Context: an optimization exercise on an open-source flow, tuned for small area. The choices shown serve that exercise and are no tape-out recipe. The RTL was checked by simulation tests, not by an equivalence proof against the original design. The clock input has no modelled driver; a real chip could not lean on it and would need a root buffer or a full tree. Power figures rest on the tool's default switching activity, not on a simulated workload.

Setup of the baseline:
==> flow/design.v (excerpt) <==
module top (
    input  wire        clk,
    input  wire        rst,
    input  wire        btn_jump,
    output wire        hsync,
    output wire        vsync,
    output wire [3:0]  red,
    output wire [3:0]  green,
    output wire [3:0]  blue
);
    wire        game_tick;
    wire        jump_pressed;
    wire [4:0]  dino_m;
    wire        low;
    wire [5:0]  nk1;
    wire [6:0]  nk2;
    wire        collision;
    wire [6:0]  hq;
    wire [3:0]  hr;
    wire [9:0]  v;
    wire        display_area;
    wire        on;
    wire        white;
    clock_divider u_clk_div (
        .clk      (clk),
        .rst      (rst),
        .game_tick(game_tick)
    );
    obstacle_generator u_obstacles (
        .clk        (clk),
        .rst        (rst),
        .game_tick  (game_tick),
        .nk1(nk1),
        .nk2(nk2)
    );
    input_handler u_input (
        .clk         (clk),
        .rst         (rst),
        .btn_jump    (btn_jump),
        .jump_pressed(jump_pressed)
    );
    game_fsm u_fsm (
        .clk         (clk),
        .rst         (rst),
        .game_tick   (game_tick),
        .jump_pressed(jump_pressed),
        .collision   (collision),
        .dino_m      (dino_m),
        .low         (low)
    );
    collision_detector u_collision (
        .low        (low),
        .nk1(nk1),
        .nk2(nk2),
        .collision  (collision)
    );
    vga_controller u_vga (
        .clk         (clk),
        .rst         (rst),
        .hq          (hq),
  ...
Size in the first run: roughly 360 cells after synthesis, about 67 flip-flops, about 17 I/O pins.
Settings: LEC_CHECK=0, CAP_MARGIN=20, CORE_MARGIN=2, CORE_UTILIZATION=40, SLEW_MARGIN=20; clock period 40.0 ns.
standard.sh (not shown) runs the stock make flow with config.mk's settings and CLKGATE_MAP_FILE= SYNTH_SCRIPT=/design/flow/synth_recipe.tcl, a recipe that flattens the netlist after the stock synthesis.
==> flow/flow/run.sh <==
#!/bin/bash
# Standard ORFS layout (the standard.sh) with two changes:
#  - ports are buffered with buf_1 instead of the default buffer cell
#  - after CTS, the clock tree is replaced by a smaller one: the flip-flops
#    are split into 4 groups by position, each driven by one clkbuf_8 at the
#    group's centre, and clk drives the 4 buffers (flow/post_cts.tcl)
# The make output goes to standard.log; ORFS keeps each step's log under orfs/logs.
set -euo pipefail
export BUFFER_PORTS_ARGS="-buffer_cell sky130_fd_sc_hd__buf_1"
export POST_CTS_TCL="$PWD/flow/post_cts.tcl"
bash standard.sh > standard.log 2>&1
Other scripts of this flow, unchanged in this note and not shown: flow/flow/post_cts.tcl
The baseline: PASS, flow complete, no timing, DRC or antenna violations
Here is what was changed in the inputs of the candidate compared with the baseline.
-- flow/design.v --
<<< the baseline, line 145
    wire l_11 = l[3] & ~l[2] & l[1] & l[0];
    assign hsync = ~(hq[6] & (l_2_10 | (l_1 & hr_ge6) | (l_11 & hr_le1)));
    assign vsync = ~((v[8] & v[7] & v[6] & v[5] & ~v[4] & v[3] & ~v[2] & v[1]));
    assign display_area = ~hq[6] & ((~v[9] & ~v[8]) | (~v[9] & v[8] & ~v[7]) | (~v[9] & v[8] & v[7] & ~v[6]) | (~v[9] & v[8] & v[7] & v[6] & ~v[5]));
endmodule
>>> the candidate, line 145
    wire l_11 = l[3] & ~l[2] & l[1] & l[0];
    assign hsync = ~(hq[6] & (l_2_10 | (l_1 & hr_ge6) | (l_11 & hr_le1)));
    assign vsync = ~((~v[9] & v[8] & v[7] & v[6] & v[5] & ~v[4] & v[3] & ~v[2] & v[1]));
    assign display_area = ~hq[6] & ((~v[9] & ~v[8]) | (~v[9] & v[8] & ~v[7]) | (~v[9] & v[8] & v[7] & ~v[6]) | (~v[9] & v[8] & v[7] & v[6] & ~v[5]));
endmodule
<<< the baseline, line 207
        endcase
    end
    wire [8:0] vh = {1'b0, v[8:1]};
    wire [8:0] a3;
    wire [8:0] e;
>>> the candidate, line 207
        endcase
    end
    wire [8:0] vh = v[9:1];
    wire [8:0] a3;
    wire [8:0] e;
<<< the baseline, line 222
    wire row_tail = (~e[8] & ~e[7] & ~e[6] & e[5] & ~e[4] & e[3] & ~e[2] & ~e[1] & e[0]) | (~e[8] & ~e[7] & ~e[6] & e[5] & ~e[4] & e[3] & ~e[2] & e[1]) | (~e[8] & ~e[7] & ~e[6] & e[5] & ~e[4] & e[3] & e[2]) | (~e[8] & ~e[7] & ~e[6] & e[5] & e[4] & ~e[3]);
    wire row_legs = (~e[8] & ~e[7] & ~e[6] & e[5] & e[4] & e[3] & ~e[2]) | (~e[8] & ~e[7] & ~e[6] & e[5] & e[4] & e[3] & e[2] & ~e[1] & ~e[0]);
    wire hq5 = ((~hq[5] & ~hq[4] & ~hq[3] & hq[2] & ~hq[1] & hq[0]));
    wire hq6 = ((~hq[5] & ~hq[4] & ~hq[3] & hq[2] & hq[1] & ~hq[0]));
    wire hq8 = ((~hq[5] & ~hq[4] & hq[3] & ~hq[2] & ~hq[1] & ~hq[0]));
    wire hq9 = ((~hq[5] & ~hq[4] & hq[3] & ~hq[2] & ~hq[1] & hq[0]));
    wire hq_6_8 = ((~hq[5] & ~hq[4] & ~hq[3] & hq[2] & hq[1]) | (~hq[5] & ~hq[4] & hq[3] & ~hq[2] & ~hq[1] & ~hq[0]));
    wire hq_5_8 = ((~hq[5] & ~hq[4] & ~hq[3] & hq[2] & ~hq[1] & hq[0]) | (~hq[5] & ~hq[4] & ~hq[3] & hq[2] & hq[1]) | (~hq[5] & ~hq[4] & hq[3] & ~hq[2] & ~hq[1] & ~hq[0]));
    wire hr_2_7 = ((~hr[3] & ~hr[2] & hr[1]) | (~hr[3] & hr[2]));
    wire hr_ge5 = ((~hr[3] & hr[2] & ~hr[1] & hr[0]) | (~hr[3] & hr[2] & hr[1]) | hr[3]);
>>> the candidate, line 222
    wire row_tail = (~e[8] & ~e[7] & ~e[6] & e[5] & ~e[4] & e[3] & ~e[2] & ~e[1] & e[0]) | (~e[8] & ~e[7] & ~e[6] & e[5] & ~e[4] & e[3] & ~e[2] & e[1]) | (~e[8] & ~e[7] & ~e[6] & e[5] & ~e[4] & e[3] & e[2]) | (~e[8] & ~e[7] & ~e[6] & e[5] & e[4] & ~e[3]);
    wire row_legs = (~e[8] & ~e[7] & ~e[6] & e[5] & e[4] & e[3] & ~e[2]) | (~e[8] & ~e[7] & ~e[6] & e[5] & e[4] & e[3] & e[2] & ~e[1] & ~e[0]);
    wire hq5 = ((~hq[6] & ~hq[5] & ~hq[4] & ~hq[3] & hq[2] & ~hq[1] & hq[0]));
    wire hq6 = ((~hq[6] & ~hq[5] & ~hq[4] & ~hq[3] & hq[2] & hq[1] & ~hq[0]));
    wire hq8 = ((~hq[6] & ~hq[5] & ~hq[4] & hq[3] & ~hq[2] & ~hq[1] & ~hq[0]));
    wire hq9 = ((~hq[6] & ~hq[5] & ~hq[4] & hq[3] & ~hq[2] & ~hq[1] & hq[0]));
    wire hq_6_8 = ((~hq[6] & ~hq[5] & ~hq[4] & ~hq[3] & hq[2] & hq[1]) | (~hq[6] & ~hq[5] & ~hq[4] & hq[3] & ~hq[2] & ~hq[1] & ~hq[0]));
    wire hq_5_8 = ((~hq[6] & ~hq[5] & ~hq[4] & ~hq[3] & hq[2] & ~hq[1] & hq[0]) | (~hq[6] & ~hq[5] & ~hq[4] & ~hq[3] & hq[2] & hq[1]) | (~hq[6] & ~hq[5] & ~hq[4] & hq[3] & ~hq[2] & ~hq[1] & ~hq[0]));
    wire hr_2_7 = ((~hr[3] & ~hr[2] & hr[1]) | (~hr[3] & hr[2]));
    wire hr_ge5 = ((~hr[3] & hr[2] & ~hr[1] & hr[0]) | (~hr[3] & hr[2] & hr[1]) | hr[3]);
Findings:
- The candidate | stages: all done | timing, DRC, antenna: all pass
- | core utilization | the baseline vs the candidate | ≈ equal |
- Summary of the candidate over the baseline: combined area of the multi-input logic cells up about 2.1%, wire length of the first global-routing pass stayed essentially flat.
- Route | the candidate vs the baseline | wire longer in the candidate
- Between the candidate and the baseline, the part of the total power dissipated in combinational logic figures differ only marginally.
No run of this note takes its clock network from TritonCTS; it comes from the design's own scripts or RTL.

## separate check: timing with driven ports
How much do the figures lean on ideal ports? The routed layouts below were timed once more, with nothing changed but the port constraints.
Step 1 sets driving cells, clkbuf_16 on the clock port and buf_2 on the other inputs (assumed; they add their load-dependent delay and slew).
Step 2, shift: input delay + t, output delay - t, t = (earliest + latest rising clock arrival at the registers) / 2. This alone moves slack from input paths to output paths.
a / b / c = ideal / step 1 / step 2; a / b = the first two.
| run | t, ns | setup slack, ns | hold WS [ns] | worst register clock-pin slew, ns | cell pins on the clock port's net |
|---|---|---|---|---|---|
| the baseline | 0.217 | 30.565 / 30.508 / 30.725 | 0.398 / 0.398 / 0.398 | 0.11 / 0.11 | 4 |
| the candidate | 0.222 | 30.597 / 30.534 / 30.756 | 0.405 / 0.405 / 0.405 | 0.12 / 0.12 | 4 |
After both steps setup and hold are still met in every run listed.
